What follows belongs to an exercise in optimizing a design on an open flow for small area; a production flow would make more cautious choices. Only simulation tests tie the RTL to the original design; equivalence was not proved.

## flow/design.v (module list and top-level ports; edited modules follow where they fit)
// module div_unit: 60 lines
// module mul_unit: 19 lines
// module booth33: 2375 lines
// module int_alu_top: 99 lines
module int_alu_top (
    input  logic        clk          ,
    input  logic        rst_n        ,
    input  logic        in_valid     ,
    input  logic [ 4:0] in_microop   ,
    input  logic [31:0] in_data1     ,
    input  logic [31:0] in_data2     ,
    input  logic [ 5:0] in_dest      ,
    input  logic [ 2:0] in_ticket    ,
    output logic        out_valid    ,
    output logic [ 5:0] out_dest     ,
    output logic [ 2:0] out_ticket   ,
    output logic [31:0] out_data     ,
    output logic        out_exception,
    output logic [ 3:0] out_cause    ,
    output logic        busy
);
  // ...
==> flow/run.sh <==
#!/bin/bash
# synth_recipe.tcl (not shown) runs the flow's synth.tcl, then flattens the netlist and writes it again
# the make line also repeats each setting of config.mk as NAME=value (left out here)
make -C /OpenROAD-flow-scripts/flow DESIGN_CONFIG=/design/flow/config.mk WORK_HOME=/design/flow/orfs CLKGATE_MAP_FILE= SYNTH_SCRIPT=/design/flow/synth_recipe.tcl finish
==> flow/config.mk <==
export PLATFORM = sky130hd
export DESIGN_NAME = int_alu_top
export DESIGN_NICKNAME = int_alu_top
export VERILOG_FILES = /design/flow/design.v
export SDC_FILE = /design/flow/constraint.sdc
export NUM_CORES = 4
export LEC_CHECK = 0
export CAP_MARGIN = 20
export CORE_MARGIN = 2
export CORE_UTILIZATION = 40
export SLEW_MARGIN = 20
==> flow/constraint.sdc <==
create_clock -name core_clock -period 10.0 [get_ports {clk}]
set_input_delay 2.0000 -clock core_clock [delete_from_list [all_inputs] [get_ports {clk}]]
set_output_delay 2.0000 -clock core_clock [all_outputs]
set_load 0.01 [all_outputs]
==> impl_metrics.toml, run 1 <==
[floorplanning]
pin_count = 129

[critical_path]
regToRegSetupSlack_ps = 3800
cp.depth = 32
cp_common_cell = "buf_4"

[place]
place_area_um2 = 50030

[logic_synthesis]
synthFlopType = "dfxtp_1"
synth_compound_area_frac = 0.2257
synthAdderAreaFrac = 0.3042
ys_top_cells_by_area = "fa_1 22%, xnor2_1 15%, a22oi_1 9.1%"

[timing]
final-setup-viol-count = 1
setup_ws_ps = -59.77
skew_ps = 25.70

[status]
so.violations = "setup timing"
status = "failed layout checks"

[final_layout]
clkCellAreaFrac = 0.01773
layout_commonest_cell = "buf_4"
buffers_excl_clock = 925
post_route_cells_drive_above_1_share = 0.1933
nNetsFinal = 6362

[detailed_routing]
topRoutingLayerUsed = "met5"
via_per_inst = 6.074
wl_per_cell_um = 28.42

[cts]
htreeDepth = 1
clk_path_buf_depth = 3
==> module div_unit, before the edit <==
module div_unit (
    input  logic        clk   ,
    input  logic        rst_n ,
    input  logic        start ,
    input  logic [ 4:0] op    ,
    input  logic [31:0] a     ,
    input  logic [31:0] b     ,
    input  logic [ 8:0] tag_in,
    output logic        done  ,
    output logic        busy  ,
    output logic [31:0] res   ,
    output logic [ 8:0] tag
);
    logic [ 3:0] cnt;
    logic        act;
    logic [31:0] rem_q, quo_q, dvs_q;
    logic        neg_q, sel_rem;
    logic        sgn;
    logic [31:0] r1, q1, r2, q2;
    logic [32:0] d1, d2;
    assign sgn  = ~op[0];
    assign done = act & (cnt == 4'd0);
    assign busy = act & (cnt != 4'd0);
    always_comb begin
        d1 = {rem_q, quo_q[31]} - {1'b0, dvs_q};
        r1 = d1[32] ? {rem_q[30:0], quo_q[31]} : d1[31:0];
        q1 = {quo_q[30:0], ~d1[32]};
        d2 = {r1, q1[31]} - {1'b0, dvs_q};
        r2 = d2[32] ? {r1[30:0], q1[31]} : d2[31:0];
        q2 = {q1[30:0], ~d2[32]};
    end
    logic [31:0] sel;
    assign sel = sel_rem ? r2 : q2;
    assign res = neg_q ? -sel : sel;
    always_ff @(posedge clk or negedge rst_n) begin
        if (!rst_n) begin
            act <= 1'b0;
            cnt <= 4'd0;
        end else if (start) begin
            act <= 1'b1;
            cnt <= 4'd15;
        end else if (act) begin
            act <= (cnt != 4'd0);
            cnt <= cnt - 4'd1;
        end
    end
    always_ff @(posedge clk) begin
        if (start) begin
            rem_q   <= 32'd0;
            quo_q   <= (sgn & a[31]) ? -a : a;
            dvs_q   <= (sgn & b[31]) ? -b : b;
            sel_rem <= op[3];
            neg_q   <= op[3] ? (sgn & a[31]) : (sgn & (a[31] ^ b[31]));
            tag     <= tag_in;
        end else begin
            rem_q   <= r2;
            quo_q   <= q2;
        end
    end
endmodule
==> run 2, diff against run 1 <==
--- a/flow/design.v
+++ b/flow/design.v
@@ -126,25 +126,41 @@
 );
     logic [ 3:0] cnt;
     logic        act;
-    logic [31:0] rem_q, quo_q, dvs_q;
-    logic        neg_q, sel_rem;
-    logic        sgn;
-    logic [31:0] r1, q1, r2, q2;
-    logic [32:0] d1, d2;
-    assign sgn  = ~op[0];
+    logic [31:0] rem_q, quo_q, dx_q;
+    logic        cin_q, neg_q, sel_rem;
     assign done = act & (cnt == 4'd0);
     assign busy = act & (cnt != 4'd0);
+    logic        sgn, an, bn;
+    logic [31:0] neg_in, neg_out, amag;
+    assign sgn     = ~op[0];
+    assign an      = sgn & a[31];
+    assign bn      = sgn & b[31];
+    assign neg_in  = done ? (sel_rem ? rem_q : quo_q) : a;
+    assign neg_out = (done ? neg_q : an) ? (32'd0 - neg_in) : neg_in;
+    assign amag    = neg_out;
+    assign res     = neg_out;
+    logic       dsmall;
+    logic [1:0] dlow, r1, r2;
+    logic       q1, q0;
+    assign dsmall = bn ? ((&b[31:2]) & (b[1:0] != 2'd0)) : (b[31:2] == 30'd0);
+    assign dlow  = bn ? (2'd0 - b[1:0]) : b[1:0];
     always_comb begin
-        d1 = {rem_q, quo_q[31]} - {1'b0, dvs_q};
-        r1 = d1[32] ? {rem_q[30:0], quo_q[31]} : d1[31:0];
-        q1 = {quo_q[30:0], ~d1[32]};
-        d2 = {r1, q1[31]} - {1'b0, dvs_q};
-        r2 = d2[32] ? {r1[30:0], q1[31]} : d2[31:0];
-        q2 = {q1[30:0], ~d2[32]};
+        q1 = amag[31] & dsmall & (dlow == 2'd1);
+        r1 = {1'b0, amag[31] & ~q1};
+        r2 = {r1[0], amag[30]};
+        q0 = dsmall & (dlow <= r2);
+        if (q0) r2 = r2 - dlow;
+    end
+    logic [33:0] d1, d2;
+    logic [31:0] r1s, q1s, r2s, q2s;
+    always_comb begin
+        d1  = {rem_q, quo_q[31], 1'b1} + {1'b1, dx_q, cin_q};
+        r1s = d1[33] ? {rem_q[30:0], quo_q[31]} : d1[32:1];
+        q1s = {quo_q[30:0], ~d1[33]};
+        d2  = {r1s, q1s[31], 1'b1} + {1'b1, dx_q, cin_q};
+        r2s = d2[33] ? {r1s[30:0], q1s[31]} : d2[32:1];
+        q2s = {q1s[30:0], ~d2[33]};
     end
-    logic [31:0] sel;
-    assign sel = sel_rem ? r2 : q2;
-    assign res = neg_q ? -sel : sel;
     always_ff @(posedge clk or negedge rst_n) begin
         if (!rst_n) begin
             act <= 1'b0;
@@ -158,16 +174,17 @@
         end
     end
     always_ff @(posedge clk) begin
-        if (start) begin
-            rem_q   <= 32'd0;
-            quo_q   <= (sgn & a[31]) ? -a : a;
-            dvs_q   <= (sgn & b[31]) ? -b : b;
+        if (act) begin
+            rem_q   <= r2s;
+            quo_q   <= q2s;
+        end else begin
+            rem_q   <= {30'd0, r2};
+            quo_q   <= {amag[29:0], q1, q0};
+            dx_q    <= bn ? b : ~b;
+            cin_q   <= ~bn;
             sel_rem <= op[3];
-            neg_q   <= op[3] ? (sgn & a[31]) : (sgn & (a[31] ^ b[31]));
+            neg_q   <= op[3] ? an : (an ^ bn);
             tag     <= tag_in;
-        end else begin
-            rem_q   <= r2;
-            quo_q   <= q2;
         end
     end
 endmodule
--- a/flow/config.mk
+++ b/flow/config.mk
@@ -5,6 +5,7 @@
 export SDC_FILE = /design/flow/constraint.sdc
 export NUM_CORES = 4
 export LEC_CHECK = 0
+export ABC_AREA = 1
 export CAP_MARGIN = 20
 export CORE_MARGIN = 2
 export CORE_UTILIZATION = 40
==> run 2 against run 1 <==
- now clean on timing, DRC and antenna
- count of clock-buffer cells in the layout grew 2
- synthesized cell count rose by 22%
- worst hold slack gained 0.55 ps
- routed wire length grew 7.2%
- cell area shrank 6.1%
- global-route usage grew 1.1 points
- final cell count increased by 9.7%
- critical path type is now in -> out
==> impl_metrics.toml, run 2 <==
[timing]
tns_ps = 0
max_freq_mhz = 102.4
slew_violations = 0
finalCritPeriodShare = 0.9764
final-hold-violation-count = 0
relSlewSlack = 0.2459
max_slew.worst_pin.slew_ps = 1119
grt_setup_unrepaired = "no"
skew_ps = 33.03
fin_hold_ws_ps = 322.9
final-setup-viol-count = 0
min_period_ps = 9764

[cts]
cts_hold_buffers = 0
clk_path_buf_depth = 3
clkTransAtPathRegs_ps = 60
ctsRootBufferMaster = "clkbuf_16"
cts_tree = "done"
clk_latency_ps = 610
postCtsSetupBuffers = 0
cts_repair_resize_count = 0
numCtsBuffers = 29
cts_sinks = 239
htreeDepth = 1

[global_route]
grt_pass1_vias = 44280
grt_antenna_before_repair = 6
track_usage = 0.3674
grt_pass1_wl_mm = 305.9
grt_remaining_overflow = 0
grt_max_degree = 82

[final_layout]
num-fill-cells = 11540
fin_cells = 7611
nNetsFinal = 6941
layout_commonest_cell = "nand2_1"
final_cell_mix = "1227 x nand2_1, 699 x inv_1, 653 x xor2_1, 514 x o22ai_1, 460 x fa_1"
post_route_cells_drive_above_1_share = 0.05376
area_delta_synth_final_pct = 9.610

[critical_path]
crit_type = "in -> out"
cp.required_ps = 8000
arrival_ps = 7760
path_max_fanout = 25
reg2reg_to = "div_unit.rem_q[18]"
crit_path_start_kind = "input port"
regToRegSetupSlack_ps = 3560
reg2reg_depth = 26
endpoint_kind = "output pin"
r2r_start = "div_unit.dx_q[14]"

[logic_synthesis]
yosys.area.top_type = "fa_1"
syn-cell-area_um2 = 44360
syn-instance-count = 6106
synthFlopType = "dfxtp_1"
synth_top_area_frac = 0.2076
yosys_register_bits = 239
ys_async_sr_fraction = 0.02092
synth_edf_count = 44
synth.distinct_cells = 63
yosysSeqAreaShare = 0.1184
synth_most_common_cell = "nand2_1"
yosysWarnings = 2
avgSynthCellArea_um2 = 7.264
ys_top_cells_by_area = "fa_1 21%, xor2_1 13%, nand2_1 10%"
yosys-top-cells-count = "1227 x nand2_1, 704 x inv_1, 653 x xor2_1"

[floorplanning]
initial_core_util = 0.4019
num_rows = 122
die_w_um = 337
fp.dieH_um = 337
fp.dieArea_um2 = 113600
pin_count = 129
core-area_um2 = 110400

[flow_run]
maxCapViolCount = 0

[detailed_routing]
via_per_inst = 5.917
wirelength_mm = 211.2
vias = 45040
wl_per_cell_um = 27.75
ant_nets = 0
drtIter0Drc = 4994
drc_errors = 0
dr.pass1.iters = 6

[hold_path]
min-delay-start = "mt2[3]"
hold_path_class = "reg -> reg"
min_path_cells = 0
holdPathEnd = "mt3[3]"

[place]
dpl.hpwl_mm = 165.7
routabilityCongestion = 1.042
placed_cells = 7556
port_buffers = 124

[status]
status = "no timing/DRC/antenna violations"
==> run 2: cell families after synthesis <==
group	share of synthesized area
simple gates	0.1839
fa+ha+maj	0.2925
buf+inv	0.09661
mux	0.0002539
compound gates	0.1730
flops	0.1184
other cells	0.0001693
xor+xnor	0.1353
==> run 2: worst max path at each step <==
stage | from | end | slack (ps)
after floorplan | in_data2[17] | ms1[30] | 1580
after global placement | in_data1[24] | ms1[26] | 240
after detailed placement | in_data2[15] | ms1[26] | 260
after CTS | in_microop[0] | out_data[29] | 440
after global routing | in_microop[0] | out_data[21] | 130
final | in_microop[0] | out_data[21] | 240
==> run 2: metal layers <==
metal | track usage | up-vias | routed length, um
met4 | 0.2273 | 6 | 15730
met1 | 0.4588 | 21630 | 81760
met3 | 0.07966 | 648 | 20160
met5 | 0 | - | 37
met2 | 0.5779 | 2691 | 93530
li1 | - | 20060 | -
==> run 2: cell type report <==
type | count | area (um^2) | share of cell area
well taps | 1488 | 1862 | 0.03829
inverters | 760 | 2854 | 0.05870
repair buffers | 314 | 2755 | 0.05667
diodes | 3 | 7.507 | 0.0001544
flip-flops and latches | 239 | 5250 | 0.1080
multi-input cells | 4755 | 34850 | 0.7167
clock buffers | 38 | 845.8 | 0.01740
clock inverters | 14 | 198.9 | 0.004092
==> run 2: critical path, stage by stage <==
cell             delay, ps
clkdlybuf4s50_1        740
inv_2                  180
nor2_1                 290
inv_1                  450
o21ai_0                620
inv_1                  120
ha_1                   300
nand2_1                 60
o21ai_0                410
a21oi_1                180
o21ai_0                470
nand2_1                140
nand3b_1               120
nand3_1                160
nand2_1                420
nand2_1                140
nand2_1                150
nand2_1                 80
nand2_1                150
clkdlybuf4s50_1        580
==> run 2: through the flow <==
| stage | cell area (um^2) | utilization | setup slack [ps] |
|---|---|---|---|
| global route | 48610 | 0.4405 | 130.7 |
| finish | 48620 | 0.4405 | 236.2 |
| CTS | 48610 | 0.4405 | 443.5 |
| floorplan | 44360 | - | 1580 |
| global placement | 47570 | 0.4310 | 243.1 |
| detailed placement | 47570 | 0.4310 | 255.7 |
==> module mul_unit, before the edit <==
module mul_unit (
    input  logic [ 4:0] op ,
    input  logic [31:0] a  ,
    input  logic [31:0] b  ,
    output logic [31:0] res
);
    logic        sa, sb;
    logic [63:0] s, c, p;
    assign sa  = op[0];
    assign sb  = op[0] & op[1];
    booth33 booth33 (
        .a ({sa & a[31], a}),
        .b ({sb & b[31], b}),
        .s (s),
        .c (c)
    );
    assign p   = s + c;
    assign res = (op[2:0] == 3'b010) ? p[31:0] : p[63:32];
endmodule
==> module int_alu_top, before the edit <==
module int_alu_top (
    input  logic        clk          ,
    input  logic        rst_n        ,
    input  logic        in_valid     ,
    input  logic [ 4:0] in_microop   ,
    input  logic [31:0] in_data1     ,
    input  logic [31:0] in_data2     ,
    input  logic [ 5:0] in_dest      ,
    input  logic [ 2:0] in_ticket    ,
    output logic        out_valid    ,
    output logic [ 5:0] out_dest     ,
    output logic [ 2:0] out_ticket   ,
    output logic [31:0] out_data     ,
    output logic        out_exception,
    output logic [ 3:0] out_cause    ,
    output logic        busy
);
    logic [4:0] op;
    assign op = in_microop;
    logic is_mul, is_div, d2zero, ovf, div_triv, div_start, mul_start;
    assign is_mul    = (op == 5'd2) | (op == 5'd3) | (op == 5'd4) | (op == 5'd5);
    assign is_div    = (op == 5'd6) | (op == 5'd7) | (op == 5'd8) | (op == 5'd9);
    assign d2zero    = (in_data2 == 32'd0);
    assign ovf       = (in_data1 == 32'h8000_0000) & (in_data2 == 32'hffff_ffff) & ~op[0];
    assign div_triv  = d2zero | ovf;
    assign div_start = in_valid & is_div & ~div_triv;
    assign mul_start = in_valid & is_mul;
    logic [31:0] comb;
    always_comb begin
        case (op)
            5'd0:    comb = in_data1 + in_data2;
            5'd1:    comb = in_data1 - in_data2;
            5'd6:    comb = d2zero ? 32'hffff_ffff : 32'h8000_0000;
            5'd7:    comb = 32'hffff_ffff;
            5'd8:    comb = d2zero ? in_data1 : 32'd0;
            5'd9:    comb = in_data1;
            5'd10:   comb = in_data1 & in_data2;
            5'd11:   comb = in_data1 | in_data2;
            5'd12:   comb = in_data1 ^ in_data2;
            default: comb = 32'd0;
        endcase
    end
    logic        m_hi;
    logic [31:0] mres;
    mul_unit mul_unit (
        .op  (op      ),
        .a   (in_data1),
        .b   (in_data2),
        .res (mres    )
    );
    logic        mv1, mv2, mv3;
    logic [31:0] ms1, ms2, ms3;
    logic [ 8:0] mt1, mt2, mt3;
    always_ff @(posedge clk) begin
        mv1 <= mul_start;
        mv2 <= mv1;
        mv3 <= mv2;
        ms1 <= mres;
        ms2 <= ms1;
        ms3 <= ms2;
        mt1 <= {in_dest, in_ticket};
        mt2 <= mt1;
        mt3 <= mt2;
    end
    logic        d_done, d_busy;
    logic [31:0] dres;
    logic [ 8:0] dtag;
    div_unit div_unit (
        .clk    (clk      ),
        .rst_n  (rst_n    ),
        .start  (div_start),
        .op     (op       ),
        .a      (in_data1 ),
        .b      (in_data2 ),
        .tag_in ({in_dest, in_ticket}),
        .done   (d_done   ),
        .busy   (d_busy   ),
        .res    (dres     ),
        .tag    (dtag     )
    );
    assign busy      = mv2 | div_start | d_busy;
    assign out_valid = (in_valid & ~is_mul & ~(is_div & ~div_triv)) | mv3 | d_done;
    assign out_cause = 4'd2;
    always_comb begin
        if (mv3) begin
            {out_dest, out_ticket} = mt3;
            out_data               = ms3;
            out_exception          = 1'b0;
        end else if (d_done) begin
            {out_dest, out_ticket} = dtag;
            out_data               = dres;
            out_exception          = 1'b0;
        end else begin
            {out_dest, out_ticket} = {in_dest, in_ticket};
            out_data               = comb;
            out_exception          = (op > 5'd12);
        end
    end
endmodule
==> run 3, diff against run 2 <==
--- a/flow/design.v
+++ b/flow/design.v
@@ -136,7 +136,15 @@
     assign an      = sgn & a[31];
     assign bn      = sgn & b[31];
     assign neg_in  = done ? (sel_rem ? rem_q : quo_q) : a;
-    assign neg_out = (done ? neg_q : an) ? (32'd0 - neg_in) : neg_in;
+    logic        ngate, nco;
+    assign ngate   = done ? neg_q : an;
+    add_bk32 negator (
+        .a    (neg_in ^ {32{ngate}}),
+        .b    (32'd0  ),
+        .cin  (ngate  ),
+        .s    (neg_out),
+        .cout (nco    )
+    );
     assign amag    = neg_out;
     assign res     = neg_out;
     logic       dsmall;
@@ -151,15 +159,28 @@
         q0 = dsmall & (dlow <= r2);
         if (q0) r2 = r2 - dlow;
     end
-    logic [33:0] d1, d2;
+    logic [32:0] d1, d2;
+    logic        c1, c2;
+    add_bk33 step1 (
+        .a    ({rem_q, quo_q[31]}),
+        .b    ({1'b1, dx_q}),
+        .cin  (cin_q),
+        .s    (d1   ),
+        .cout (c1   )
+    );
+    add_bk33 step2 (
+        .a    ({r1s, q1s[31]}),
+        .b    ({1'b1, dx_q}),
+        .cin  (cin_q),
+        .s    (d2   ),
+        .cout (c2   )
+    );
     logic [31:0] r1s, q1s, r2s, q2s;
     always_comb begin
-        d1  = {rem_q, quo_q[31], 1'b1} + {1'b1, dx_q, cin_q};
-        r1s = d1[33] ? {rem_q[30:0], quo_q[31]} : d1[32:1];
-        q1s = {quo_q[30:0], ~d1[33]};
-        d2  = {r1s, q1s[31], 1'b1} + {1'b1, dx_q, cin_q};
-        r2s = d2[33] ? {r1s[30:0], q1s[31]} : d2[32:1];
-        q2s = {q1s[30:0], ~d2[33]};
+        r1s = d1[32] ? {rem_q[30:0], quo_q[31]} : d1[31:0];
+        q1s = {quo_q[30:0], ~d1[32]};
+        r2s = d2[32] ? {r1s[30:0], q1s[31]} : d2[31:0];
+        q2s = {q1s[30:0], ~d2[32]};
     end
     always_ff @(posedge clk or negedge rst_n) begin
         if (!rst_n) begin
@@ -188,6 +209,427 @@
         end
     end
 endmodule
+module add_bk32 (input logic [31:0] a, input logic [31:0] b, input logic cin,
+    output logic [31:0] s, output logic cout);
+    logic [31:0] p, g;
+    assign p = a ^ b;
+    assign g = a & b;
+    logic gg0;
+    assign gg0 = g[0] | (p[0] & cin);
+    logic gg1;
+    assign gg1 = g[2] | (p[2] & g[1]);
+    logic pp1;
+    assign pp1 = p[2] & p[1];
+    logic gg2;
+    assign gg2 = g[4] | (p[4] & g[3]);
+    logic pp2;
+    assign pp2 = p[4] & p[3];
+    logic gg3;
+    assign gg3 = g[6] | (p[6] & g[5]);
+    logic pp3;
+    assign pp3 = p[6] & p[5];
+    logic gg4;
+    assign gg4 = g[8] | (p[8] & g[7]);
+    logic pp4;
+    assign pp4 = p[8] & p[7];
+    logic gg5;
+    assign gg5 = g[10] | (p[10] & g[9]);
+    logic pp5;
+    assign pp5 = p[10] & p[9];
+    logic gg6;
+    assign gg6 = g[12] | (p[12] & g[11]);
+    logic pp6;
+    assign pp6 = p[12] & p[11];
+    logic gg7;
+    assign gg7 = g[14] | (p[14] & g[13]);
+    logic pp7;
+    assign pp7 = p[14] & p[13];
+    logic gg8;
+    assign gg8 = g[16] | (p[16] & g[15]);
+    logic pp8;
+    assign pp8 = p[16] & p[15];
+    logic gg9;
+    assign gg9 = g[18] | (p[18] & g[17]);
+    logic pp9;
+    assign pp9 = p[18] & p[17];
+    logic gg10;
+    assign gg10 = g[20] | (p[20] & g[19]);
+    logic pp10;
+    assign pp10 = p[20] & p[19];
+    logic gg11;
+    assign gg11 = g[22] | (p[22] & g[21]);
+    logic pp11;
+    assign pp11 = p[22] & p[21];
+    logic gg12;
+    assign gg12 = g[24] | (p[24] & g[23]);
+    logic pp12;
+    assign pp12 = p[24] & p[23];
+    logic gg13;
+    assign gg13 = g[26] | (p[26] & g[25]);
+    logic pp13;
+    assign pp13 = p[26] & p[25];
+    logic gg14;
+    assign gg14 = g[28] | (p[28] & g[27]);
+    logic pp14;
+    assign pp14 = p[28] & p[27];
+    logic gg15;
+    assign gg15 = g[30] | (p[30] & g[29]);
+    logic pp15;
+    assign pp15 = p[30] & p[29];
+    logic gg16;
+    assign gg16 = gg1 | (pp1 & gg0);
+    logic gg17;
+    assign gg17 = gg3 | (pp3 & gg2);
+    logic pp17;
+    assign pp17 = pp3 & pp2;
+    logic gg18;
+    assign gg18 = gg5 | (pp5 & gg4);
+    logic pp18;
+    assign pp18 = pp5 & pp4;
+    logic gg19;
+    assign gg19 = gg7 | (pp7 & gg6);
+    logic pp19;
+    assign pp19 = pp7 & pp6;
+    logic gg20;
+    assign gg20 = gg9 | (pp9 & gg8);
+    logic pp20;
+    assign pp20 = pp9 & pp8;
+    logic gg21;
+    assign gg21 = gg11 | (pp11 & gg10);
+    logic pp21;
+    assign pp21 = pp11 & pp10;
+    logic gg22;
+    assign gg22 = gg13 | (pp13 & gg12);
+    logic pp22;
+    assign pp22 = pp13 & pp12;
+    logic gg23;
+    assign gg23 = gg15 | (pp15 & gg14);
+    logic pp23;
+    assign pp23 = pp15 & pp14;
+    logic gg24;
+    assign gg24 = gg17 | (pp17 & gg16);
+    logic gg25;
+    assign gg25 = gg19 | (pp19 & gg18);
+    logic pp25;
+    assign pp25 = pp19 & pp18;
+    logic gg26;
+    assign gg26 = gg21 | (pp21 & gg20);
+    logic pp26;
+    assign pp26 = pp21 & pp20;
+    logic gg27;
+    assign gg27 = gg23 | (pp23 & gg22);
+    logic pp27;
+    assign pp27 = pp23 & pp22;
+    logic gg28;
+    assign gg28 = gg25 | (pp25 & gg24);
+    logic gg29;
+    assign gg29 = gg27 | (pp27 & gg26);
+    logic pp29;
+    assign pp29 = pp27 & pp26;
+    logic gg30;
+    assign gg30 = gg29 | (pp29 & gg28);
+    logic gg31;
+    assign gg31 = gg26 | (pp26 & gg28);
+    logic gg32;
+    assign gg32 = gg18 | (pp18 & gg24);
+    logic gg33;
+    assign gg33 = gg20 | (pp20 & gg28);
+    logic gg34;
+    assign gg34 = gg22 | (pp22 & gg31);
+    logic gg35;
+    assign gg35 = gg2 | (pp2 & gg16);
+    logic gg36;
+    assign gg36 = gg4 | (pp4 & gg24);
+    logic gg37;
+    assign gg37 = gg6 | (pp6 & gg32);
+    logic gg38;
+    assign gg38 = gg8 | (pp8 & gg28);
+    logic gg39;
+    assign gg39 = gg10 | (pp10 & gg33);
+    logic gg40;
+    assign gg40 = gg12 | (pp12 & gg31);
+    logic gg41;
+    assign gg41 = gg14 | (pp14 & gg34);
+    logic gg42;
+    assign gg42 = g[1] | (p[1] & gg0);
+    logic gg43;
+    assign gg43 = g[3] | (p[3] & gg16);
+    logic gg44;
+    assign gg44 = g[5] | (p[5] & gg35);
+    logic gg45;
+    assign gg45 = g[7] | (p[7] & gg24);
+    logic gg46;
+    assign gg46 = g[9] | (p[9] & gg36);
+    logic gg47;
+    assign gg47 = g[11] | (p[11] & gg32);
+    logic gg48;
+    assign gg48 = g[13] | (p[13] & gg37);
+    logic gg49;
+    assign gg49 = g[15] | (p[15] & gg28);
+    logic gg50;
+    assign gg50 = g[17] | (p[17] & gg38);
+    logic gg51;
+    assign gg51 = g[19] | (p[19] & gg33);
+    logic gg52;
+    assign gg52 = g[21] | (p[21] & gg39);
+    logic gg53;
+    assign gg53 = g[23] | (p[23] & gg31);
+    logic gg54;
+    assign gg54 = g[25] | (p[25] & gg40);
+    logic gg55;
+    assign gg55 = g[27] | (p[27] & gg34);
+    logic gg56;
+    assign gg56 = g[29] | (p[29] & gg41);
+    logic gg57;
+    assign gg57 = g[31] | (p[31] & gg30);
+    assign s[0] = p[0] ^ cin;
+    assign s[1] = p[1] ^ gg0;
+    assign s[2] = p[2] ^ gg42;
+    assign s[3] = p[3] ^ gg16;
+    assign s[4] = p[4] ^ gg43;
+    assign s[5] = p[5] ^ gg35;
+    assign s[6] = p[6] ^ gg44;
+    assign s[7] = p[7] ^ gg24;
+    assign s[8] = p[8] ^ gg45;
+    assign s[9] = p[9] ^ gg36;
+    assign s[10] = p[10] ^ gg46;
+    assign s[11] = p[11] ^ gg32;
+    assign s[12] = p[12] ^ gg47;
+    assign s[13] = p[13] ^ gg37;
+    assign s[14] = p[14] ^ gg48;
+    assign s[15] = p[15] ^ gg28;
+    assign s[16] = p[16] ^ gg49;
+    assign s[17] = p[17] ^ gg38;
+    assign s[18] = p[18] ^ gg50;
+    assign s[19] = p[19] ^ gg33;
+    assign s[20] = p[20] ^ gg51;
+    assign s[21] = p[21] ^ gg39;
+    assign s[22] = p[22] ^ gg52;
+    assign s[23] = p[23] ^ gg31;
+    assign s[24] = p[24] ^ gg53;
+    assign s[25] = p[25] ^ gg40;
+    assign s[26] = p[26] ^ gg54;
+    assign s[27] = p[27] ^ gg34;
+    assign s[28] = p[28] ^ gg55;
+    assign s[29] = p[29] ^ gg41;
+    assign s[30] = p[30] ^ gg56;
+    assign s[31] = p[31] ^ gg30;
+    assign cout = gg57;
+endmodule
+module add_bk33 (input logic [32:0] a, input logic [32:0] b, input logic cin,
+    output logic [32:0] s, output logic cout);
+    logic [32:0] p, g;
+    assign p = a ^ b;
+    assign g = a & b;
+    logic gg0;
+    assign gg0 = g[0] | (p[0] & cin);
+    logic gg1;
+    assign gg1 = g[2] | (p[2] & g[1]);
+    logic pp1;
+    assign pp1 = p[2] & p[1];
+    logic gg2;
+    assign gg2 = g[4] | (p[4] & g[3]);
+    logic pp2;
+    assign pp2 = p[4] & p[3];
+    logic gg3;
+    assign gg3 = g[6] | (p[6] & g[5]);
+    logic pp3;
+    assign pp3 = p[6] & p[5];
+    logic gg4;
+    assign gg4 = g[8] | (p[8] & g[7]);
+    logic pp4;
+    assign pp4 = p[8] & p[7];
+    logic gg5;
+    assign gg5 = g[10] | (p[10] & g[9]);
+    logic pp5;
+    assign pp5 = p[10] & p[9];
+    logic gg6;
+    assign gg6 = g[12] | (p[12] & g[11]);
+    logic pp6;
+    assign pp6 = p[12] & p[11];
+    logic gg7;
+    assign gg7 = g[14] | (p[14] & g[13]);
+    logic pp7;
+    assign pp7 = p[14] & p[13];
+    logic gg8;
+    assign gg8 = g[16] | (p[16] & g[15]);
+    logic pp8;
+    assign pp8 = p[16] & p[15];
+    logic gg9;
+    assign gg9 = g[18] | (p[18] & g[17]);
+    logic pp9;
+    assign pp9 = p[18] & p[17];
+    logic gg10;
+    assign gg10 = g[20] | (p[20] & g[19]);
+    logic pp10;
+    assign pp10 = p[20] & p[19];
+    logic gg11;
+    assign gg11 = g[22] | (p[22] & g[21]);
+    logic pp11;
+    assign pp11 = p[22] & p[21];
+    logic gg12;
+    assign gg12 = g[24] | (p[24] & g[23]);
+    logic pp12;
+    assign pp12 = p[24] & p[23];
+    logic gg13;
+    assign gg13 = g[26] | (p[26] & g[25]);
+    logic pp13;
+    assign pp13 = p[26] & p[25];
+    logic gg14;
+    assign gg14 = g[28] | (p[28] & g[27]);
+    logic pp14;
+    assign pp14 = p[28] & p[27];
+    logic gg15;
+    assign gg15 = g[30] | (p[30] & g[29]);
+    logic pp15;
+    assign pp15 = p[30] & p[29];
+    logic gg16;
+    assign gg16 = g[32] | (p[32] & g[31]);
+    logic pp16;
+    assign pp16 = p[32] & p[31];
+    logic gg17;
+    assign gg17 = gg1 | (pp1 & gg0);
+    logic gg18;
+    assign gg18 = gg3 | (pp3 & gg2);
+    logic pp18;
+    assign pp18 = pp3 & pp2;
+    logic gg19;
+    assign gg19 = gg5 | (pp5 & gg4);
+    logic pp19;
+    assign pp19 = pp5 & pp4;
+    logic gg20;
+    assign gg20 = gg7 | (pp7 & gg6);
+    logic pp20;
+    assign pp20 = pp7 & pp6;
+    logic gg21;
+    assign gg21 = gg9 | (pp9 & gg8);
+    logic pp21;
+    assign pp21 = pp9 & pp8;
+    logic gg22;
+    assign gg22 = gg11 | (pp11 & gg10);
+    logic pp22;
+    assign pp22 = pp11 & pp10;
+    logic gg23;
+    assign gg23 = gg13 | (pp13 & gg12);
+    logic pp23;
+    assign pp23 = pp13 & pp12;
+    logic gg24;
+    assign gg24 = gg15 | (pp15 & gg14);
+    logic pp24;
+    assign pp24 = pp15 & pp14;
+    logic gg25;
+    assign gg25 = gg18 | (pp18 & gg17);
+    logic gg26;
+    assign gg26 = gg20 | (pp20 & gg19);
+    logic pp26;
+    assign pp26 = pp20 & pp19;
+    logic gg27;
+    assign gg27 = gg22 | (pp22 & gg21);
+    logic pp27;
+    assign pp27 = pp22 & pp21;
+    logic gg28;
+    assign gg28 = gg24 | (pp24 & gg23);
+    logic pp28;
+    assign pp28 = pp24 & pp23;
+    logic gg29;
+    assign gg29 = gg26 | (pp26 & gg25);
+    logic gg30;
+    assign gg30 = gg28 | (pp28 & gg27);
+    logic pp30;
+    assign pp30 = pp28 & pp27;
+    logic gg31;
+    assign gg31 = gg30 | (pp30 & gg29);
+    logic gg32;
+    assign gg32 = gg27 | (pp27 & gg29);
+    logic gg33;
+    assign gg33 = gg19 | (pp19 & gg25);
+    logic gg34;
+    assign gg34 = gg21 | (pp21 & gg29);
+    logic gg35;
+    assign gg35 = gg23 | (pp23 & gg32);
+    logic gg36;
+    assign gg36 = gg2 | (pp2 & gg17);
+    logic gg37;
+    assign gg37 = gg4 | (pp4 & gg25);
+    logic gg38;
+    assign gg38 = gg6 | (pp6 & gg33);
+    logic gg39;
+    assign gg39 = gg8 | (pp8 & gg29);
+    logic gg40;
+    assign gg40 = gg10 | (pp10 & gg34);
+    logic gg41;
+    assign gg41 = gg12 | (pp12 & gg32);
+    logic gg42;
+    assign gg42 = gg14 | (pp14 & gg35);
+    logic gg43;
+    assign gg43 = gg16 | (pp16 & gg31);
+    logic gg44;
+    assign gg44 = g[1] | (p[1] & gg0);
+    logic gg45;
+    assign gg45 = g[3] | (p[3] & gg17);
+    logic gg46;
+    assign gg46 = g[5] | (p[5] & gg36);
+    logic gg47;
+    assign gg47 = g[7] | (p[7] & gg25);
+    logic gg48;
+    assign gg48 = g[9] | (p[9] & gg37);
+    logic gg49;
+    assign gg49 = g[11] | (p[11] & gg33);
+    logic gg50;
+    assign gg50 = g[13] | (p[13] & gg38);
+    logic gg51;
+    assign gg51 = g[15] | (p[15] & gg29);
+    logic gg52;
+    assign gg52 = g[17] | (p[17] & gg39);
+    logic gg53;
+    assign gg53 = g[19] | (p[19] & gg34);
+    logic gg54;
+    assign gg54 = g[21] | (p[21] & gg40);
+    logic gg55;
+    assign gg55 = g[23] | (p[23] & gg32);
+    logic gg56;
+    assign gg56 = g[25] | (p[25] & gg41);
+    logic gg57;
+    assign gg57 = g[27] | (p[27] & gg35);
+    logic gg58;
+    assign gg58 = g[29] | (p[29] & gg42);
+    logic gg59;
+    assign gg59 = g[31] | (p[31] & gg31);
+    assign s[0] = p[0] ^ cin;
+    assign s[1] = p[1] ^ gg0;
+    assign s[2] = p[2] ^ gg44;
+    assign s[3] = p[3] ^ gg17;
+    assign s[4] = p[4] ^ gg45;
+    assign s[5] = p[5] ^ gg36;
+    assign s[6] = p[6] ^ gg46;
+    assign s[7] = p[7] ^ gg25;
+    assign s[8] = p[8] ^ gg47;
+    assign s[9] = p[9] ^ gg37;
+    assign s[10] = p[10] ^ gg48;
+    assign s[11] = p[11] ^ gg33;
+    assign s[12] = p[12] ^ gg49;
+    assign s[13] = p[13] ^ gg38;
+    assign s[14] = p[14] ^ gg50;
+    assign s[15] = p[15] ^ gg29;
+    assign s[16] = p[16] ^ gg51;
+    assign s[17] = p[17] ^ gg39;
+    assign s[18] = p[18] ^ gg52;
+    assign s[19] = p[19] ^ gg34;
+    assign s[20] = p[20] ^ gg53;
+    assign s[21] = p[21] ^ gg40;
+    assign s[22] = p[22] ^ gg54;
+    assign s[23] = p[23] ^ gg32;
+    assign s[24] = p[24] ^ gg55;
+    assign s[25] = p[25] ^ gg41;
+    assign s[26] = p[26] ^ gg56;
+    assign s[27] = p[27] ^ gg35;
+    assign s[28] = p[28] ^ gg57;
+    assign s[29] = p[29] ^ gg42;
+    assign s[30] = p[30] ^ gg58;
+    assign s[31] = p[31] ^ gg31;
+    assign s[32] = p[32] ^ gg59;
+    assign cout = gg43;
+endmodule
 module mul_unit (
     input  logic [ 4:0] op ,
     input  logic [31:0] a  ,
@@ -204,7 +646,14 @@
         .s (s),
         .c (c)
     );
-    assign p   = s + c;
+    logic pco;
+    add_bk64 cpa (
+        .a    (s   ),
+        .b    (c   ),
+        .cin  (1'b0),
+        .s    (p   ),
+        .cout (pco )
+    );
     assign res = (op[2:0] == 3'b010) ? p[31:0] : p[63:32];
 endmodule
 module booth33 (input logic [32:0] a, input logic [32:0] b,
@@ -2582,6 +3031,433 @@
     assign s[63] = fc525;
     assign c[63] = fs526;
 endmodule
+module add_bk64 (input logic [63:0] a, input logic [63:0] b, input logic cin,
+    output logic [63:0] s, output logic cout);
+    logic [63:0] p, g;
+    assign p = a ^ b;
+    assign g = a & b;
+    logic gg0;
+    assign gg0 = g[0] | (p[0] & cin);
+    logic gg1;
+    assign gg1 = g[2] | (p[2] & g[1]);
+    logic pp1;
+    assign pp1 = p[2] & p[1];
+    logic gg2;
+    assign gg2 = g[4] | (p[4] & g[3]);
+    logic pp2;
+    assign pp2 = p[4] & p[3];
+    logic gg3;
+    assign gg3 = g[6] | (p[6] & g[5]);
+    logic pp3;
+    assign pp3 = p[6] & p[5];
+    logic gg4;
+    assign gg4 = g[8] | (p[8] & g[7]);
+    logic pp4;
+    assign pp4 = p[8] & p[7];
+    logic gg5;
+    assign gg5 = g[10] | (p[10] & g[9]);
+    logic pp5;
+    assign pp5 = p[10] & p[9];
+    logic gg6;
+    assign gg6 = g[12] | (p[12] & g[11]);
+    logic pp6;
+    assign pp6 = p[12] & p[11];
+    logic gg7;
+    assign gg7 = g[14] | (p[14] & g[13]);
+    logic pp7;
+    assign pp7 = p[14] & p[13];
+    logic gg8;
+    assign gg8 = g[16] | (p[16] & g[15]);
+    logic pp8;
+    assign pp8 = p[16] & p[15];
+    logic gg9;
+    assign gg9 = g[18] | (p[18] & g[17]);
+    logic pp9;
+    assign pp9 = p[18] & p[17];
+    logic gg10;
+    assign gg10 = g[20] | (p[20] & g[19]);
+    logic pp10;
+    assign pp10 = p[20] & p[19];
+    logic gg11;
+    assign gg11 = g[22] | (p[22] & g[21]);
+    logic pp11;
+    assign pp11 = p[22] & p[21];
+    logic gg12;
+    assign gg12 = g[24] | (p[24] & g[23]);
+    logic pp12;
+    assign pp12 = p[24] & p[23];
+    logic gg13;
+    assign gg13 = g[26] | (p[26] & g[25]);
+    logic pp13;
+    assign pp13 = p[26] & p[25];
+    logic gg14;
+    assign gg14 = g[28] | (p[28] & g[27]);
+    logic pp14;
+    assign pp14 = p[28] & p[27];
+    logic gg15;
+    assign gg15 = g[30] | (p[30] & g[29]);
+    logic pp15;
+    assign pp15 = p[30] & p[29];
+    logic gg16;
+    assign gg16 = g[32] | (p[32] & g[31]);
+    logic pp16;
+    assign pp16 = p[32] & p[31];
+    logic gg17;
+    assign gg17 = g[34] | (p[34] & g[33]);
+    logic pp17;
+    assign pp17 = p[34] & p[33];
+    logic gg18;
+    assign gg18 = g[36] | (p[36] & g[35]);
+    logic pp18;
+    assign pp18 = p[36] & p[35];
+    logic gg19;
+    assign gg19 = g[38] | (p[38] & g[37]);
+    logic pp19;
+    assign pp19 = p[38] & p[37];
+    logic gg20;
+    assign gg20 = g[40] | (p[40] & g[39]);
+    logic pp20;
+    assign pp20 = p[40] & p[39];
+    logic gg21;
+    assign gg21 = g[42] | (p[42] & g[41]);
+    logic pp21;
+    assign pp21 = p[42] & p[41];
+    logic gg22;
+    assign gg22 = g[44] | (p[44] & g[43]);
+    logic pp22;
+    assign pp22 = p[44] & p[43];
+    logic gg23;
+    assign gg23 = g[46] | (p[46] & g[45]);
+    logic pp23;
+    assign pp23 = p[46] & p[45];
+    logic gg24;
+    assign gg24 = g[48] | (p[48] & g[47]);
+    logic pp24;
+    assign pp24 = p[48] & p[47];
+    logic gg25;
+    assign gg25 = g[50] | (p[50] & g[49]);
+    logic pp25;
+    assign pp25 = p[50] & p[49];
+    logic gg26;
+    assign gg26 = g[52] | (p[52] & g[51]);
+    logic pp26;
+    assign pp26 = p[52] & p[51];
+    logic gg27;
+    assign gg27 = g[54] | (p[54] & g[53]);
+    logic pp27;
+    assign pp27 = p[54] & p[53];
+    logic gg28;
+    assign gg28 = g[56] | (p[56] & g[55]);
+    logic pp28;
+    assign pp28 = p[56] & p[55];
+    logic gg29;
+    assign gg29 = g[58] | (p[58] & g[57]);
+    logic pp29;
+    assign pp29 = p[58] & p[57];
+    logic gg30;
+    assign gg30 = g[60] | (p[60] & g[59]);
+    logic pp30;
+    assign pp30 = p[60] & p[59];
+    logic gg31;
+    assign gg31 = g[62] | (p[62] & g[61]);
+    logic pp31;
+    assign pp31 = p[62] & p[61];
+    logic gg32;
+    assign gg32 = gg1 | (pp1 & gg0);
+    logic gg33;
+    assign gg33 = gg3 | (pp3 & gg2);
+    logic pp33;
+    assign pp33 = pp3 & pp2;
+    logic gg34;
+    assign gg34 = gg5 | (pp5 & gg4);
+    logic pp34;
+    assign pp34 = pp5 & pp4;
+    logic gg35;
+    assign gg35 = gg7 | (pp7 & gg6);
+    logic pp35;
+    assign pp35 = pp7 & pp6;
+    logic gg36;
+    assign gg36 = gg9 | (pp9 & gg8);
+    logic pp36;
+    assign pp36 = pp9 & pp8;
+    logic gg37;
+    assign gg37 = gg11 | (pp11 & gg10);
+    logic pp37;
+    assign pp37 = pp11 & pp10;
+    logic gg38;
+    assign gg38 = gg13 | (pp13 & gg12);
+    logic pp38;
+    assign pp38 = pp13 & pp12;
+    logic gg39;
+    assign gg39 = gg15 | (pp15 & gg14);
+    logic pp39;
+    assign pp39 = pp15 & pp14;
+    logic gg40;
+    assign gg40 = gg17 | (pp17 & gg16);
+    logic pp40;
+    assign pp40 = pp17 & pp16;
+    logic gg41;
+    assign gg41 = gg19 | (pp19 & gg18);
+    logic pp41;
+    assign pp41 = pp19 & pp18;
+    logic gg42;
+    assign gg42 = gg21 | (pp21 & gg20);
+    logic pp42;
+    assign pp42 = pp21 & pp20;
+    logic gg43;
+    assign gg43 = gg23 | (pp23 & gg22);
+    logic pp43;
+    assign pp43 = pp23 & pp22;
+    logic gg44;
+    assign gg44 = gg25 | (pp25 & gg24);
+    logic pp44;
+    assign pp44 = pp25 & pp24;
+    logic gg45;
+    assign gg45 = gg27 | (pp27 & gg26);
+    logic pp45;
+    assign pp45 = pp27 & pp26;
+    logic gg46;
+    assign gg46 = gg29 | (pp29 & gg28);
+    logic pp46;
+    assign pp46 = pp29 & pp28;
+    logic gg47;
+    assign gg47 = gg31 | (pp31 & gg30);
+    logic pp47;
+    assign pp47 = pp31 & pp30;
+    logic gg48;
+    assign gg48 = gg33 | (pp33 & gg32);
+    logic gg49;
+    assign gg49 = gg35 | (pp35 & gg34);
+    logic pp49;
+    assign pp49 = pp35 & pp34;
+    logic gg50;
+    assign gg50 = gg37 | (pp37 & gg36);
+    logic pp50;
+    assign pp50 = pp37 & pp36;
+    logic gg51;
+    assign gg51 = gg39 | (pp39 & gg38);
+    logic pp51;
+    assign pp51 = pp39 & pp38;
+    logic gg52;
+    assign gg52 = gg41 | (pp41 & gg40);
+    logic pp52;
+    assign pp52 = pp41 & pp40;
+    logic gg53;
+    assign gg53 = gg43 | (pp43 & gg42);
+    logic pp53;
+    assign pp53 = pp43 & pp42;
+    logic gg54;
+    assign gg54 = gg45 | (pp45 & gg44);
+    logic pp54;
+    assign pp54 = pp45 & pp44;
+    logic gg55;
+    assign gg55 = gg47 | (pp47 & gg46);
+    logic pp55;
+    assign pp55 = pp47 & pp46;
+    logic gg56;
+    assign gg56 = gg49 | (pp49 & gg48);
+    logic gg57;
+    assign gg57 = gg51 | (pp51 & gg50);
+    logic pp57;
+    assign pp57 = pp51 & pp50;
+    logic gg58;
+    assign gg58 = gg53 | (pp53 & gg52);
+    logic pp58;
+    assign pp58 = pp53 & pp52;
+    logic gg59;
+    assign gg59 = gg55 | (pp55 & gg54);
+    logic pp59;
+    assign pp59 = pp55 & pp54;
+    logic gg60;
+    assign gg60 = gg57 | (pp57 & gg56);
+    logic gg61;
+    assign gg61 = gg59 | (pp59 & gg58);
+    logic pp61;
+    assign pp61 = pp59 & pp58;
+    logic gg62;
+    assign gg62 = gg61 | (pp61 & gg60);
+    logic gg63;
+    assign gg63 = gg58 | (pp58 & gg60);
+    logic gg64;
+    assign gg64 = gg50 | (pp50 & gg56);
+    logic gg65;
+    assign gg65 = gg52 | (pp52 & gg60);
+    logic gg66;
+    assign gg66 = gg54 | (pp54 & gg63);
+    logic gg67;
+    assign gg67 = gg34 | (pp34 & gg48);
+    logic gg68;
+    assign gg68 = gg36 | (pp36 & gg56);
+    logic gg69;
+    assign gg69 = gg38 | (pp38 & gg64);
+    logic gg70;
+    assign gg70 = gg40 | (pp40 & gg60);
+    logic gg71;
+    assign gg71 = gg42 | (pp42 & gg65);
+    logic gg72;
+    assign gg72 = gg44 | (pp44 & gg63);
+    logic gg73;
+    assign gg73 = gg46 | (pp46 & gg66);
+    logic gg74;
+    assign gg74 = gg2 | (pp2 & gg32);
+    logic gg75;
+    assign gg75 = gg4 | (pp4 & gg48);
+    logic gg76;
+    assign gg76 = gg6 | (pp6 & gg67);
+    logic gg77;
+    assign gg77 = gg8 | (pp8 & gg56);
+    logic gg78;
+    assign gg78 = gg10 | (pp10 & gg68);
+    logic gg79;
+    assign gg79 = gg12 | (pp12 & gg64);
+    logic gg80;
+    assign gg80 = gg14 | (pp14 & gg69);
+    logic gg81;
+    assign gg81 = gg16 | (pp16 & gg60);
+    logic gg82;
+    assign gg82 = gg18 | (pp18 & gg70);
+    logic gg83;
+    assign gg83 = gg20 | (pp20 & gg65);
+    logic gg84;
+    assign gg84 = gg22 | (pp22 & gg71);
+    logic gg85;
+    assign gg85 = gg24 | (pp24 & gg63);
+    logic gg86;
+    assign gg86 = gg26 | (pp26 & gg72);
+    logic gg87;
+    assign gg87 = gg28 | (pp28 & gg66);
+    logic gg88;
+    assign gg88 = gg30 | (pp30 & gg73);
+    logic gg89;
+    assign gg89 = g[1] | (p[1] & gg0);
+    logic gg90;
+    assign gg90 = g[3] | (p[3] & gg32);
+    logic gg91;
+    assign gg91 = g[5] | (p[5] & gg74);
+    logic gg92;
+    assign gg92 = g[7] | (p[7] & gg48);
+    logic gg93;
+    assign gg93 = g[9] | (p[9] & gg75);
+    logic gg94;
+    assign gg94 = g[11] | (p[11] & gg67);
+    logic gg95;
+    assign gg95 = g[13] | (p[13] & gg76);
+    logic gg96;
+    assign gg96 = g[15] | (p[15] & gg56);
+    logic gg97;
+    assign gg97 = g[17] | (p[17] & gg77);
+    logic gg98;
+    assign gg98 = g[19] | (p[19] & gg68);
+    logic gg99;
+    assign gg99 = g[21] | (p[21] & gg78);
+    logic gg100;
+    assign gg100 = g[23] | (p[23] & gg64);
+    logic gg101;
+    assign gg101 = g[25] | (p[25] & gg79);
+    logic gg102;
+    assign gg102 = g[27] | (p[27] & gg69);
+    logic gg103;
+    assign gg103 = g[29] | (p[29] & gg80);
+    logic gg104;
+    assign gg104 = g[31] | (p[31] & gg60);
+    logic gg105;
+    assign gg105 = g[33] | (p[33] & gg81);
+    logic gg106;
+    assign gg106 = g[35] | (p[35] & gg70);
+    logic gg107;
+    assign gg107 = g[37] | (p[37] & gg82);
+    logic gg108;
+    assign gg108 = g[39] | (p[39] & gg65);
+    logic gg109;
+    assign gg109 = g[41] | (p[41] & gg83);
+    logic gg110;
+    assign gg110 = g[43] | (p[43] & gg71);
+    logic gg111;
+    assign gg111 = g[45] | (p[45] & gg84);
+    logic gg112;
+    assign gg112 = g[47] | (p[47] & gg63);
+    logic gg113;
+    assign gg113 = g[49] | (p[49] & gg85);
+    logic gg114;
+    assign gg114 = g[51] | (p[51] & gg72);
+    logic gg115;
+    assign gg115 = g[53] | (p[53] & gg86);
+    logic gg116;
+    assign gg116 = g[55] | (p[55] & gg66);
+    logic gg117;
+    assign gg117 = g[57] | (p[57] & gg87);
+    logic gg118;
+    assign gg118 = g[59] | (p[59] & gg73);
+    logic gg119;
+    assign gg119 = g[61] | (p[61] & gg88);
+    logic gg120;
+    assign gg120 = g[63] | (p[63] & gg62);
+    assign s[0] = p[0] ^ cin;
+    assign s[1] = p[1] ^ gg0;
+    assign s[2] = p[2] ^ gg89;
+    assign s[3] = p[3] ^ gg32;
+    assign s[4] = p[4] ^ gg90;
+    assign s[5] = p[5] ^ gg74;
+    assign s[6] = p[6] ^ gg91;
+    assign s[7] = p[7] ^ gg48;
+    assign s[8] = p[8] ^ gg92;
+    assign s[9] = p[9] ^ gg75;
+    assign s[10] = p[10] ^ gg93;
+    assign s[11] = p[11] ^ gg67;
+    assign s[12] = p[12] ^ gg94;
+    assign s[13] = p[13] ^ gg76;
+    assign s[14] = p[14] ^ gg95;
+    assign s[15] = p[15] ^ gg56;
+    assign s[16] = p[16] ^ gg96;
+    assign s[17] = p[17] ^ gg77;
+    assign s[18] = p[18] ^ gg97;
+    assign s[19] = p[19] ^ gg68;
+    assign s[20] = p[20] ^ gg98;
+    assign s[21] = p[21] ^ gg78;
+    assign s[22] = p[22] ^ gg99;
+    assign s[23] = p[23] ^ gg64;
+    assign s[24] = p[24] ^ gg100;
+    assign s[25] = p[25] ^ gg79;
+    assign s[26] = p[26] ^ gg101;
+    assign s[27] = p[27] ^ gg69;
+    assign s[28] = p[28] ^ gg102;
+    assign s[29] = p[29] ^ gg80;
+    assign s[30] = p[30] ^ gg103;
+    assign s[31] = p[31] ^ gg60;
+    assign s[32] = p[32] ^ gg104;
+    assign s[33] = p[33] ^ gg81;
+    assign s[34] = p[34] ^ gg105;
+    assign s[35] = p[35] ^ gg70;
+    assign s[36] = p[36] ^ gg106;
+    assign s[37] = p[37] ^ gg82;
+    assign s[38] = p[38] ^ gg107;
+    assign s[39] = p[39] ^ gg65;
+    assign s[40] = p[40] ^ gg108;
+    assign s[41] = p[41] ^ gg83;
+    assign s[42] = p[42] ^ gg109;
+    assign s[43] = p[43] ^ gg71;
+    assign s[44] = p[44] ^ gg110;
+    assign s[45] = p[45] ^ gg84;
+    assign s[46] = p[46] ^ gg111;
+    assign s[47] = p[47] ^ gg63;
+    assign s[48] = p[48] ^ gg112;
+    assign s[49] = p[49] ^ gg85;
+    assign s[50] = p[50] ^ gg113;
+    assign s[51] = p[51] ^ gg72;
+    assign s[52] = p[52] ^ gg114;
+    assign s[53] = p[53] ^ gg86;
+    assign s[54] = p[54] ^ gg115;
+    assign s[55] = p[55] ^ gg66;
+    assign s[56] = p[56] ^ gg116;
+    assign s[57] = p[57] ^ gg87;
+    assign s[58] = p[58] ^ gg117;
+    assign s[59] = p[59] ^ gg73;
+    assign s[60] = p[60] ^ gg118;
+    assign s[61] = p[61] ^ gg88;
+    assign s[62] = p[62] ^ gg119;
+    assign s[63] = p[63] ^ gg62;
+    assign cout = gg120;
+endmodule
 module int_alu_top (
     input  logic        clk          ,
     input  logic        rst_n        ,
@@ -2609,11 +3485,19 @@
     assign div_triv  = d2zero | ovf;
     assign div_start = in_valid & is_div & ~div_triv;
     assign mul_start = in_valid & is_mul;
-    logic [31:0] comb;
+    logic [31:0] comb, addsub;
+    logic        asco;
+    add_bk32 alu_add (
+        .a    (in_data1),
+        .b    (in_data2 ^ {32{op[0]}}),
+        .cin  (op[0]   ),
+        .s    (addsub  ),
+        .cout (asco    )
+    );
     always_comb begin
         case (op)
-            5'd0:    comb = in_data1 + in_data2;
-            5'd1:    comb = in_data1 - in_data2;
+            5'd0:    comb = addsub;
+            5'd1:    comb = addsub;
             5'd6:    comb = d2zero ? 32'hffff_ffff : 32'h8000_0000;
             5'd7:    comb = 32'hffff_ffff;
             5'd8:    comb = d2zero ? in_data1 : 32'd0;
--- a/flow/config.mk
+++ b/flow/config.mk
@@ -8,5 +8,5 @@
 export ABC_AREA = 1
 export CAP_MARGIN = 20
 export CORE_MARGIN = 2
-export CORE_UTILIZATION = 40
+export CORE_UTILIZATION = 70
 export SLEW_MARGIN = 20
==> run 3 against run 2 <==
- still clean on timing, DRC and antenna
- global-route usage rose by 19 points
- utilization rose by 32 points
- setup slack improved by 83 ps
- critical endpoint is now ms1[30]
- largest cell class unchanged
- highest routed layer unchanged
==> impl_metrics.toml, run 3 <==
[status]
status = "no timing/DRC/antenna violations"

[logic_synthesis]
synth_top_area_frac = 0.2658
syn-cell-area_um2 = 40370
synth_most_common_cell = "nand2_1"
yosysWarnings = 2
yosysSeqAreaShare = 0.1300
synth_edf_count = 44
syn-instance-count = 4868
ys_top_cells_by_area = "fa_1 27%, xor2_1 13%, dfxtp_1 9.4%"
yosys-top-cells-count = "664 x nand2_1, 602 x xor2_1, 542 x inv_1"
synth.distinct_cells = 55
yosys.area.top_type = "fa_1"
synthFlopType = "dfxtp_1"
yosys_register_bits = 239
ys_async_sr_fraction = 0.02092
avgSynthCellArea_um2 = 8.293

[flow_run]
maxCapViolCount = 0

[critical_path]
crit_path_start_kind = "input port"
cp.required_ps = 10460
crit_type = "in -> reg"
cp_common_cell = "nand2_1"
cpPeakStageDelay_ps = 670
slowest_stage = "clkdlybuf4s50_1"
path_max_fanout = 18
endpoint_kind = "flip-flop"
arrival_ps = 10140

[detailed_routing]
ant_nets = 0
drtIter0Drc = 6698
dr.pass1.iters = 10
drc_errors = 0
wl_per_cell_um = 29.70
vias = 39600
via_per_inst = 7.034
wirelength_mm = 167.2

[place]
placed_cells = 5574
port_buffers = 124
dpl.hpwl_mm = 123.5
routabilityCongestion = 1.103
place_area_um2 = 42720

[timing]
relSlewSlack = 0.1717
skew_ps = 15.15
grt_setup_unrepaired = "no"
max_slew.worst_pin.slew_ps = 1237
tns_ps = 0
final-setup-viol-count = 0
final-hold-violation-count = 0
min_period_ps = 9681
finalCritPeriodShare = 0.9681
slew_violations = 0
max_freq_mhz = 103.3

[final_layout]
layout_commonest_cell = "nand2_1"
utilization = 0.7620
fin_cells = 5629
area_delta_synth_final_pct = 8.275
final_area_um2 = 43710
final_cell_mix = "664 x nand2_1, 602 x xor2_1, 540 x inv_1, 536 x fa_1, 518 x o22ai_1"
post_route_cells_drive_above_1_share = 0.07075
nNetsFinal = 5755

[global_route]
grt_remaining_overflow = 0
grt_pass1_wl_mm = 248.3
grt_antenna_before_repair = 6
grt_pass1_vias = 40110
track_usage = 0.5619
grt_max_degree = 81

[cts]
ctsRootBufferMaster = "clkbuf_16"
numCtsBuffers = 28
cts_repair_resize_count = 0
cts_hold_buffers = 0
cts_sinks = 239
cts_tree = "done"
clk_path_buf_depth = 3
clk_latency_ps = 610
clkTransAtPathRegs_ps = 60
postCtsSetupBuffers = 0
htreeDepth = 1

[floorplanning]
fp.dieArea_um2 = 59610
initial_core_util = 0.7037
fp.dieH_um = 244.2
pin_count = 129
die_w_um = 244.2
num_rows = 88
core-area_um2 = 57370

[hold_path]
hold_path_class = "reg -> reg"
## run 3: per-layer routing
layer,share of wire,track usage
met1,0.32,0.6518
met2,0.40,0.8061
met3,0.16,0.2135
met4,0.13,0.5082
met5,0.00016,0
## run 3: worst paths after layout
check                                     to             start  slack, ps  cells after the start
max in group asynchronous    div_unit.cnt[2]             rst_n       8170                      1
min reg2reg                           mt2[1]            mt1[1]        320                      0
min                                   mt2[1]            mt1[1]        320                      0
max reg2reg                div_unit.rem_q[8]  div_unit.dx_q[2]       1090                     35
max                                  ms1[30]      in_data2[10]        320                     33
min in group asynchronous    div_unit.cnt[0]             rst_n       1630                      1
## run 3: cell families (layout without fill, tap and decap cells)
family,count (synthesis),in the layout,synth area share
other,2,6,0.0001860
buffers and inverters,969,961,0.09230
multiplexers,4,4,0.0009918
AO/OA/AOI/OAI,1089,1089,0.1605
adder cells (fa/ha/maj),834,834,0.3582
AND/OR/NAND/NOR,1047,1047,0.1095
XOR/XNOR,684,684,0.1484
flip-flops,239,239,0.1300
## run 3: cell type report
cell class / count / area, um^2
Fill cell: 4070 / 13650
Clock buffer: 38 / 789.5
Timing Repair Buffer: 337 / 2910
Clock inverter: 14 / 191.4
Multi-Input combinational cell: 3662 / 31460
Tap cell: 765 / 957.2
Inverter: 572 / 2150
Antenna cell: 2 / 5.005
Sequential cell: 239 / 5250
## run 3: through the flow
step / hold WS (ps) / setup WS [ps]
finish: 324.0 / 319.4
global route: 325.9 / 158.1
CTS: 323.7 / 710.5
detailed placement: 312.1 / 299.8
global placement: 309.5 / 394.7
floorplan: 309.6 / 1629
## run 3: worst max-delay path: cells and delay by family
family	cells	cell delay (ps)
buffers and inverters	4	1690
AND/OR/NAND/NOR	16	2080
XOR/XNOR	2	340
adder cells (fa/ha/maj)	7	3310
AO/OA/AOI/OAI	4	670
==> run 4, diff against run 3 <==
--- a/flow/config.mk
+++ b/flow/config.mk
@@ -8,5 +8,5 @@
 export ABC_AREA = 1
 export CAP_MARGIN = 20
 export CORE_MARGIN = 2
-export CORE_UTILIZATION = 70
+export CORE_UTILIZATION = 40
 export SLEW_MARGIN = 20
==> run 4 against run 3 <==
- worst hold slack lost 7.1 ps
- maximum frequency grew 3.5%
- critical path type unchanged
- largest cell class unchanged
==> impl_metrics.toml, run 4 <==
[global_route]
grt_max_degree = 75
grt_remaining_overflow = 0
grt_antenna_before_repair = 10
grt_pass1_vias = 36570
grt_pass1_wl_mm = 249.6
track_usage = 0.3257

[logic_synthesis]
synth_most_common_cell = "nand2_1"
syn-instance-count = 4868
synth_mux_area_frac = 0.0009918
synth_edf_count = 44
yosys_register_bits = 239
avgSynthCellArea_um2 = 8.293
synthFlopType = "dfxtp_1"
yosysWarnings = 2
yosys.area.top_type = "fa_1"
synth-simple-area-share = 0.1095
yosys-top-cells-count = "664 x nand2_1, 602 x xor2_1, 542 x inv_1"
synth_xor_area_frac = 0.1484
synth_compound_area_frac = 0.1605
syn-cell-area_um2 = 40370
synth_top_area_frac = 0.2658
yosysSeqAreaShare = 0.1300
synth.distinct_cells = 55
synthAdderAreaFrac = 0.3582
synth_top_family_by_area = "adder cells"
ys_top_cells_by_area = "fa_1 27%, xor2_1 13%, dfxtp_1 9.4%"
ys_async_sr_fraction = 0.02092

[critical_path]
crit_path_start_kind = "input port"
cp_common_cell = "fa_1"
cpPeakStageDelay_ps = 580
path_max_fanout = 17
cp.required_ps = 10480
reg2reg_depth = 37
endpoint_kind = "flip-flop"
arrival_ps = 9830
reg2reg_to = "div_unit.rem_q[8]"
crit_type = "in -> reg"
regToRegSetupSlack_ps = 1240
endpoint = "ms1[12]"
r2r_start = "div_unit.dx_q[2]"
startpoint = "in_data2[23]"
slowest_stage = "clkdlybuf4s50_1"

[timing]
grt_setup_unrepaired = "no"
skew_ps = 15.31
max_freq_mhz = 106.9
min_period_ps = 9351
final-setup-viol-count = 0
relSlewSlack = 0.2568
final-hold-violation-count = 0
tns_ps = 0
slew_violations = 0
max_slew.worst_pin.slew_ps = 1103
finalCritPeriodShare = 0.9351

[detailed_routing]
dr.pass1.iters = 6
drt-met1-wl_mm = 66.52
drtIter0Drc = 4117
via_per_inst = 5.933
drc_errors = 0
vias = 36830
route.met3.wl_mm = 18.06
wl_per_cell_um = 27.08
ant_nets = 0
topRoutingLayerUsed = "met5"
wirelength_mm = 168.1
dr_wl_met2_mm = 74.21

[cts]
clk_path_buf_depth = 3
clkTransAtPathRegs_ps = 60
htreeDepth = 1
cts_repair_resize_count = 0
ctsRootBufferMaster = "clkbuf_16"
cts_sinks = 239
cts_tree = "done"
cts_hold_buffers = 0
clk_latency_ps = 640
postCtsSetupBuffers = 0
numCtsBuffers = 31

[final_layout]
layout_commonest_cell = "nand2_1"
area_delta_synth_final_pct = 11.00
utilization = 0.4481
post_route_cells_drive_above_1_share = 0.07951
final_cell_mix = "664 x nand2_1, 602 x xor2_1, 539 x inv_1, 536 x fa_1, 518 x o22ai_1"
nNetsFinal = 5795

[floorplanning]
die_w_um = 321.7
pin_count = 129
num_rows = 116
core-area_um2 = 100000
initial_core_util = 0.4037
fp.dieArea_um2 = 103500
fp.dieH_um = 321.7

[place]
dpl.hpwl_mm = 132.1
routabilityCongestion = 1.013
port_buffers = 124

[hold_path]
hold_path_class = "reg -> reg"

[status]
status = "no timing/DRC/antenna violations"

[flow_run]
maxCapViolCount = 0
run 4: cell counts after synthesis:
No cell type changed its count.
run 4: cell families after synthesis:
kind of cell / count (synthesis)
and+or+nand+nor: 1047
DFF: 239
other: 2
adders and majority gates: 834
muxes: 4
xor gates and xnor gates: 684
buffers and inverters: 969
AOI/OAI and AO/OA: 1089
run 4: stage by stage:
stage | setup slack (ps) | std cells | area [um^2] | hold WS, ps
6_report | 649.1 | 6208 | 44810 | 316.8
5_1_grt | 415.7 | 6205 | 44800 | 331.1
3_5_place_dp | 300.6 | 6145 | 43710 | 312.1
2_1_floorplan | 1629 | 4870 | 40380 | 309.6
3_3_place_gp | 237.7 | 6144 | 43710 | 309.9
4_1_cts | 659.6 | 6203 | 44800 | 326.6
run 4: worst min path at each step:
stage / start / to / slack, ps / depth (start not counted)
2_1_floorplan: ms1[0] / ms2[0] / 310 / 0
3_3_place_gp: mt2[6] / mt3[6] / 310 / 0
3_5_place_dp: mt1[7] / mt2[7] / 310 / 0
4_1_cts: ms2[12] / ms3[12] / 330 / 0
5_1_grt: mt2[6] / mt3[6] / 330 / 0
6_report: ms2[30] / ms3[30] / 320 / 0
run 4: layout make-up:
class / count / area (um^2)
Clock inverter: 15 / 148.9
Tap cell: 1298 / 1624
Fill cell: 9971 / 55190
Sequential cell: 239 / 5250
Timing Repair Buffer: 374 / 3231
Clock buffer: 43 / 934.6
Antenna cell: 5 / 12.51
Multi-Input combinational cell: 3662 / 31460
Inverter: 572 / 2151
run 4: critical path, delay by kind of cell:
kind | cells | cell delay, ps
and+or+nand+nor | 5 | 790
buffers and inverters | 7 | 1840
adders and majority gates | 8 | 3300
AOI/OAI and AO/OA | 6 | 1430
xor gates and xnor gates | 2 | 400
run 4: routing by layer:
metal / vias up / track usage
li1: 16120 / -
met1: 18150 / 0.4283
met2: 2143 / 0.5070
met3: 404 / 0.07313
met4: 10 / 0.1540
met5: - / 0

what the ideal ports hide:
Ports are ideal in the flow. The routed layouts listed here were re-timed in OpenROAD. Step 1, drivers: a clkbuf_16 drives clk and a buf_2 each remaining input, both assumed. Step 2 moves the port delays by t, midway between the first and last clock arrival at a register: inputs arrive t later, outputs are due t later. That takes back most of the time a late clock gives input paths. Three values: ideal, step 1, step 2; two values: the first two.
run	t, ns	setup slack, ns	slew at the worst register clock pin (ns)	worst slew at a driven data input, ns
run 1	0.643	-0.060 / -0.126 / -0.278	0.07 / 0.07	0.21
run 2	0.659	0.236 / 0.083 / -0.130	0.07 / 0.07	0.15
run 3	0.671	0.319 / 0.316 / -0.356	0.07 / 0.07	0.13
run 4	0.704	0.649 / 0.688 / -0.016	0.08 / 0.08	0.11
With both steps, setup timing fails in run 2, run 3 and run 4, where it was met with ideal ports. The setup slack of run 3, which loses most, moves by -0.003 ns with the drivers and by -0.675 ns with both steps.
